Source: an optimization exercise on an open RTL-to-GDS flow (aim: a short achievable clock period and few clock cycles). Production flows keep margins and buffers that such runs may drop. The RTL was checked by simulation tests, not by an equivalence proof against the original design.

## processor
module processor(
    input clk,
    input reset,
    output [4:0] mem_addr,
    output [15:0] mem_wdata,
    output mem_we,
    input [15:0] mem_rdata,
    output [15:0] result
);
clock: 5.5 ns
lec_check: 0
abc_area: 1
cap_margin: 20
core_margin: 2
core_utilization: 40
setup_slack_margin: 3.3
slew_margin: 20
synth_hierarchical: 1
synth_minimum_keep_size: 0
run.sh (not shown) runs the stock make flow with config.mk's settings and CLKGATE_MAP_FILE= SYNTH_SCRIPT=/design/flow/synth_recipe.tcl, a recipe that flattens the netlist after the stock synthesis.
The first run finished clean.
Testbench counts at the start, summed over its fixed seeds: cycles 20,048.
Rerun with:
--- a/flow/design.v
+++ b/flow/design.v
@@ -269,41 +269,41 @@
     output mem_we,
     input [15:0] mem_rdata,
     output [15:0] result
 );
     reg [15:0] RA, RB, RC, RD, RE, RF, RG, RH;
     reg carry_flag, zero_flag;
     reg [4:0] addr_q;        
     reg [4:0] mem_addr_q;    
     reg fetch_q;             
     reg [4:0] resume_q;      
     reg we_q;
-    reg [15:0] wdata_q;      
+    reg [15:0] wdata_q;
     reg [7:0] ld_we;         
     reg ex_valid;            
     reg [2:0] ex_rd;
     reg [7:0] ex_we;         
     reg ex_sub, ex_dec, ex_rrc;
     reg ex_subn_z;           
     reg rrc0_q;              
     reg [15:0] an_lo, an_hi, bn_lo, bn_hi;
     reg [15:0] fwd_an;       
     reg [15:0] fwd_bn;       
     reg [15:0] fwd_bsn;      
     reg [15:0] wb_q;
     reg [7:0] wb_we;
     reg rf_clear;            
     assign mem_addr = mem_addr_q;
     assign mem_we = we_q;
     reg [15:0] st_q;
-    assign mem_wdata = ~(wdata_q & st_q);
+    assign mem_wdata = wdata_q | st_q;
     assign result = RD;
     wire [15:0] opa, opb;
     nand3_16 sela (.a(an_lo), .b(an_hi), .c(fwd_an), .y(opa));
     nand4_16 selb (.a(bn_lo), .b(bn_hi), .c(fwd_bn), .d(fwd_bsn), .y(opb));
     wire [15:0] gn, tn, p, con;
     gen_kill gk_inst (.a(opa), .b(opb), .gn(gn), .tn(tn));
     prop_xor px_inst (.a(opa), .b(opb), .p(p));
     ks_carry carry_inst (.gn(gn), .tn(tn), .con(con));
     wire rrc_top = ex_rrc & carry_flag;
     wire [15:0] kk, zdiff;
     wire ex_z;
@@ -340,23 +340,23 @@
     wire [15:0] rf_v = (wb_we[5] ? wb_q : RF) & rf_on;
     wire [15:0] rg_v = (wb_we[6] ? wb_q : RG) & rf_on;
     wire [15:0] rh_v = (wb_we[7] ? wb_q : RH) & rf_on;
     wire [15:0] r1_lo, r1_hi, r2_lo, r2_hi, rd_lo, rd_hi, store_data;
     register_file read_1 (.idx(ins[3:2]), .r0(ra_v), .r1(rb_v), .r2(rc_v), .r3(rd_v),
         .r4(re_v), .r5(rf_v), .r6(rg_v), .r7(rh_v), .lo(r1_lo), .hi(r1_hi));
     register_file read_2 (.idx(ins[6:5]), .r0(ra_v), .r1(rb_v), .r2(rc_v), .r3(rd_v),
         .r4(re_v), .r5(rf_v), .r6(rg_v), .r7(rh_v), .lo(r2_lo), .hi(r2_hi));
     register_file read_d (.idx(ins[9:8]), .r0(ra_v), .r1(rb_v), .r2(rc_v), .r3(rd_v),
         .r4(re_v), .r5(rf_v), .r6(rg_v), .r7(rh_v), .lo(rd_lo), .hi(rd_hi));
     wire st_fwd = is_store & fwd_2;
-    assign store_data = ~((r2_hi & {16{ins[7] & ~st_fwd}}) | (r2_lo & {16{~ins[7] & ~st_fwd}}));
+    assign store_data = (r2_hi & {16{ins[7] & ~st_fwd}}) | (r2_lo & {16{~ins[7] & ~st_fwd}});
     wire unary_a = op_incr | op_decr | op_shl;
     wire a_fwd = (is_arith & fwd_1) | (unary_a & fwd_d);
     wire b_fwd = (is_arith & fwd_2) | (op_shl & fwd_d);
     wire bs_fwd = op_rrc & fwd_d;
     wire n1 = ~fwd_1, n2 = ~fwd_2, nd = ~fwd_d;
     wire [15:0] an_lo_d, an_hi_d, bn_lo_d, bn_hi_d;
     operand_prep prep_lo (.p1(r1_lo), .p2(r2_lo), .pd(rd_lo),
         .a_1(op_add & n1 & ~ins[4]), .a_1n(op_sub & n1 & ~ins[4]),
         .a_d(unary_a & nd & ~ins[10]),
         .b_2(is_arith & n2 & ~ins[7]), .b_d(op_shl & nd & ~ins[10]),
         .b_r(op_rrc & nd & ~ins[10]),
@@ -371,23 +371,23 @@
         .an(an_hi_d), .bn(bn_hi_d));
     wire [15:0] pf = ps ^ {16{op_sub}};
     wire [15:0] fwd_an_d, fwd_bn_d, wb_d;
     wire [15:0] sum_a, sum_b;
     carry_mux cm_fa (.con(con), .x1(~pf), .x0(pf), .y(sum_a));
     carry_mux cm_fb (.con(con), .x1(~ps), .x0(ps), .y(sum_b));
     carry_mux cm_wb (.con(con), .x1(~ps), .x0(ps), .y(wb_d));
     mask_n fa_mask (.a(sum_a), .s(a_fwd), .y(fwd_an_d));
     mask_or_n fb_mask (.a(sum_b), .s(b_fwd), .k({{15{op_decr}}, op_incr | op_decr}),
         .y(fwd_bn_d));
     wire [15:0] st_d;
-    carry_mux cm_st (.con(con), .x1(~(~ps & {16{st_fwd}})), .x0(~(ps & {16{st_fwd}})), .y(st_d));
+    carry_mux cm_st (.con(con), .x1(~ps & {16{st_fwd}}), .x0(ps & {16{st_fwd}}), .y(st_d));
     wire [15:0] fwd_bsn_d;
     mask_n fbs_mask (.a({1'b0, sum_b[15:1]}), .s(bs_fwd), .y(fwd_bsn_d));
     wire rrc_c = ex_rrc & rrc0_q;
     wire exc_1 = ~ex_dec | rrc_c;
     wire exc_0 = ex_dec | rrc_c;
     wire carry_next, zero_next;
     flag_register flag_inst (
         .coutn(con[15]), .z(ex_z),
         .c_if1(~reset & (ex_valid ? exc_1 : carry_flag)),
         .c_if0(~reset & (ex_valid ? exc_0 : carry_flag)),
         .z_take(~reset & ex_valid), .z_else(~reset & zero_flag),
Maximum frequency came out lower by 7.5%.
Final cell count barely changes.
Setup slack degrades by 0.18 ns.
Hold slack got worse by 0.0073 ns.
Sequential share of layout area shrinks by 0.70 points.
Clock skew is higher by 0.0069 ns.
Testbench counts after the change, summed over its fixed seeds: cycles 20,048.

==> re-timing with driven ports <==
In the flow no input, the clock included, has a driving cell. The finished layouts below were timed again as built, in two steps. Step 1 assumes that a clkbuf_16 drives the clock port and a buf_2 every other input. Step 2 moves the port delays by t, midway between the first and last clock arrival at a register: inputs arrive t later, outputs are due t later. That takes back most of the time a late clock gives input paths. Slacks: no drivers / after step 1 / after step 2; pairs: no drivers / after step 1.
run | shift t [ns] | setup slack, ns | hold slack, ns | worst register clock-pin slew, ns
the first run | 0.635 | 3.287 / 3.225 / 2.700 | 0.397 / 0.397 / 0.397 | 0.06 / 0.06
the second run | 0.632 | 3.107 / 3.048 / 2.684 | 0.390 / 0.390 / 0.390 | 0.06 / 0.06
After both steps setup and hold are still met in every run listed. The setup slack of the first run, which loses most, moves by -0.062 ns with the drivers and by -0.587 ns with both steps.
